Source: an optimization exercise on an open RTL-to-GDS flow (aim: small area). Production flows keep margins and buffers that such runs may drop. In this exercise RTL edits were held to simulation tests only and were not proved equivalent to the original. The clock port is modelled as an ideal driver, which makes a skipped or thinned clock tree look cheaper than it is; a real chip needs a root buffer or a tree. Power figures rest on the tool's default switching activity, not on a simulated workload.

Setup of run B:
// recursive_ma_fir
module recursive_ma_fir(
	input logic clk, input logic reset_n,
	input  logic signed [15:0] d,
	output logic signed [15:0] q_8tap,
	output logic signed [15:0] q_rma
	);
==> module recursive_ma_fir, before the edit <==
module recursive_ma_fir(
	input logic clk, input logic reset_n,
	input  logic signed [15:0] d,
	output logic signed [15:0] q_8tap,
	output logic signed [15:0] q_rma
	);
	localparam int SK = 14;
	localparam int YK = 11;
	logic [15:0] del [6:0];
	logic [15:0] n7;     
	integer i;
	logic [2:0] cnt;
	always_ff@(posedge clk)
		if (reset_n == 1'b0)
			cnt <= 3'd0;
		else if (cnt != 3'd7)
			cnt <= cnt + 3'd1;
	logic m;
	assign m = reset_n & (cnt == 3'd7);
	logic [15:0] n6;     
	assign n6 = ~({16{m}} & del[6]);
	always_ff@(posedge clk) begin
		del[0] <= d;
		for (i = 1; i <= 6; i = i+1)
			del[i] <= del[i-1];
		n7 <= n6;
	end
	genvar g;
	logic [SK-1:0]  s_lo;      
	logic [18:SK]   s_hi;      
	logic           s_c;       
	logic [18:0]    s;         
	logic [19:SK] ic;
	assign ic[SK] = s_c;
	generate for (g = SK; g < 18; g = g + 1) begin : s_inc
		rma_ha u (.a(s_hi[g]), .b(ic[g]), .s(s[g]), .co(ic[g+1]));
	end endgenerate
	assign s[18] = s_hi[18] ^ ic[18];
	assign s[SK-1:0] = s_lo;
	logic [15:0] db, nb;
	assign db = {~d[15], d[14:0]};
	assign nb = {~n7[15], n7[14:0]};
	logic [15:0] ss, sk;
	generate for (g = 0; g < 16; g = g + 1) begin : s_csa
		rma_fa u (.a(s[g]), .b(db[g]), .c(nb[g]), .s(ss[g]), .co(sk[g]));
	end endgenerate
	logic [SK:0]   lc;
	logic [SK-1:0] lo_n;
	assign lo_n[0] = ~ss[0];
	assign lc[1]   = ss[0];
	generate for (g = 1; g < SK; g = g + 1) begin : s_lo_cpa
		rma_fa u (.a(ss[g]), .b(sk[g-1]), .c(lc[g]), .s(lo_n[g]), .co(lc[g+1]));
	end endgenerate
	logic [16:SK]  hc;
	logic [18:SK]  hi_n;
	rma_ha h0 (.a(ss[SK]), .b(sk[SK-1]), .s(hi_n[SK]), .co(hc[SK+1]));
	generate for (g = SK + 1; g < 16; g = g + 1) begin : s_hi_cpa
		rma_fa u (.a(ss[g]), .b(sk[g-1]), .c(hc[g]), .s(hi_n[g]), .co(hc[g+1]));
	end endgenerate
	assign hi_n[18:16] = s[18:16] + {2'b00, sk[15]} + {2'b00, hc[16]} + 3'b111;
	always_ff@(posedge clk)
		if (reset_n == 1'b0) begin
			s_lo <= '0;
			s_hi <= '0;
			s_c  <= 1'b0;
		end else begin
			s_lo <= lo_n;
			s_hi <= hi_n;
			s_c  <= lc[SK];
		end
	assign q_8tap = s[18:3];
	logic [YK-1:0] y_lo;      
	logic [15:YK]  y_hi;      
	logic          y_c;       
	logic [15:0]   y;         
	logic [16:YK] jc;
	assign jc[YK] = y_c;
	generate for (g = YK; g < 15; g = g + 1) begin : y_inc
		rma_ha u (.a(y_hi[g]), .b(jc[g]), .s(y[g]), .co(jc[g+1]));
	end endgenerate
	assign y[15] = y_hi[15] ^ jc[15];
	assign y[YK-1:0] = y_lo;
	logic c1, c2, c3;
	assign c1 = d[0] | n6[0];
	assign c2 = (d[1] & n6[1]) | (d[1] & c1) | (n6[1] & c1);
	assign c3 = (d[2] & n6[2]) | (d[2] & c2) | (n6[2] & c2);
	logic [12:0] ya, yb, ys, yk;
	assign ya = {~d[15], d[14:3]};
	assign yb = {~n6[15], n6[14:3]};
	generate for (g = 0; g < 13; g = g + 1) begin : y_csa
		rma_fa u (.a(y[g]), .b(ya[g]), .c(yb[g]), .s(ys[g]), .co(yk[g]));
	end endgenerate
	logic [YK:1]   yc;
	logic [YK-1:0] ylo_n;
	rma_ha y0 (.a(ys[0]), .b(c3), .s(ylo_n[0]), .co(yc[1]));
	generate for (g = 1; g < YK; g = g + 1) begin : y_lo_cpa
		rma_fa u (.a(ys[g]), .b(yk[g-1]), .c(yc[g]), .s(ylo_n[g]), .co(yc[g+1]));
	end endgenerate
	logic [13:YK]  yh;
	logic [15:YK]  yhi_n;
	rma_ha y1 (.a(ys[YK]), .b(yk[YK-1]), .s(yhi_n[YK]), .co(yh[YK+1]));
	generate for (g = YK + 1; g < 13; g = g + 1) begin : y_hi_cpa
		rma_fa u (.a(ys[g]), .b(yk[g-1]), .c(yh[g]), .s(yhi_n[g]), .co(yh[g+1]));
	end endgenerate
	assign yhi_n[15:13] = y[15:13] + {2'b00, yk[12]} + {2'b00, yh[13]} + 3'b111;
	always_ff@(posedge clk)
		if (reset_n == 1'b0) begin
			y_lo <= '0;
			y_hi <= '0;
			y_c  <= 1'b0;
		end else begin
			y_lo <= ylo_n;
			y_hi <= yhi_n;
			y_c  <= yc[YK];
		end
	assign q_rma = y;
endmodule
export LEC_CHECK = 0
export CAP_MARGIN = 20
export CORE_MARGIN = 2
export CORE_UTILIZATION = 65
export PLACE_DENSITY = 0.75
export SLEW_MARGIN = 20
export SYNTH_HIERARCHICAL = 1
export SYNTH_MINIMUM_KEEP_SIZE = 0
create_clock -name core_clock -period 7.0 [get_ports {clk}]
standard.sh (not shown) runs the stock make flow with config.mk's settings and CLKGATE_MAP_FILE= SYNTH_SCRIPT=/design/flow/synth_recipe.tcl, a recipe that flattens the netlist after the stock synthesis.
==> flow/flow/run.sh <==
#!/bin/bash
# The standard layout (standard.sh, with the standard synthesis unchanged)
# with three changes:
# * the port buffers are buf_1 instead of the flow's default delay buffer;
# * clock tree synthesis inserts no dummy loads and builds with clkbuf_8;
# * after CTS, flow/clock_trim.tcl merges and downsizes leaf clock buffers
#   while every flip-flop clock pin keeps its slew well under the limit.
# The full make output goes to flow.log in the work folder; ORFS keeps each
# step's own log under orfs/logs.
set -euo pipefail
here=$(pwd)
bash standard.sh \
  "BUFFER_PORTS_ARGS=-buffer_cell sky130_fd_sc_hd__buf_1" \
  "CTS_ARGS=-sink_clustering_enable -repair_clock_nets -dont_use_dummy_load -buf_list sky130_fd_sc_hd__clkbuf_8" \
  "POST_CTS_TCL=$here/flow/clock_trim.tcl" \
  finish > flow.log 2>&1
Other scripts of this flow, unchanged in this note and not shown: flow/flow/clock_trim.tcl
Edits applied to the flow inputs when going from run B to run D:
--- a/flow/design.v
+++ b/flow/design.v
@@ -2,13 +2,13 @@
 	input logic clk, input logic reset_n,
 	input  logic signed [15:0] d,
 	output logic signed [15:0] q_8tap,
 	output logic signed [15:0] q_rma
 	);
 	localparam int SK = 14;
-	localparam int YK = 11;
+	localparam int YK = 12;
 	logic [15:0] del [6:0];
 	logic [15:0] n7;     
 	integer i;
 	logic [2:0] cnt;
 	always_ff@(posedge clk)
 		if (reset_n == 1'b0)
==> comparison <==
The final layout from run D, which completed every stage, passed the timing, DRC and antenna checks at the end of the flow.
Lower multi-input logic area among run D and run B: run D
Per the comparison of run D with run B, final critical delay including setup and external delays rose by 0.083 ns, gate count after technology mapping held, global routing met3 resource utilization lower.
Between run B and run D, the flow reports clock power decreasing by a few percent.
Lower via count of the first global-routing pass goes to run B over run D.
Run D against run B: via count higher, complex-gate fraction of the synthesized area comparable.
Run D has count of routing violations after the opening detailed-route iteration above what run B had.
Against run B as the reference, run D delivers a higher detail-routed net length per standard cell.
Area of the die of run D is on par with run B.
The setup slack of run D is smaller than that of run B.
Status: power parity (run B, run D)

static timing again, ports no longer ideal:
How much do the figures lean on ideal ports? The routed layouts below were timed once more, with nothing changed but the port constraints.
Step 1 sets driving cells, clkbuf_16 on the clock port and buf_2 on the other inputs (assumed; they add their load-dependent delay and slew).
Step 2 also shifts input and output timing later by t, the mid clock arrival at the registers, as if the neighbouring blocks saw the same clock.
Three values: no drivers, after step 1, after step 2; two values: the first two.
run	shift t [ns]	setup slack, ns	hold WS [ns]	worst setup path after step 2
run B	0.408	0.193 / 0.200 / -0.208	0.298 / 0.298 / 0.298	input to register
run D	0.426	0.110 / 0.117 / -0.309	0.308 / 0.308 / 0.308	input to register
With both steps, setup timing fails in run B and run D, where it was met with ideal ports. The setup slack of run D, which loses most, moves by +0.007 ns with the drivers and by -0.419 ns with both steps.
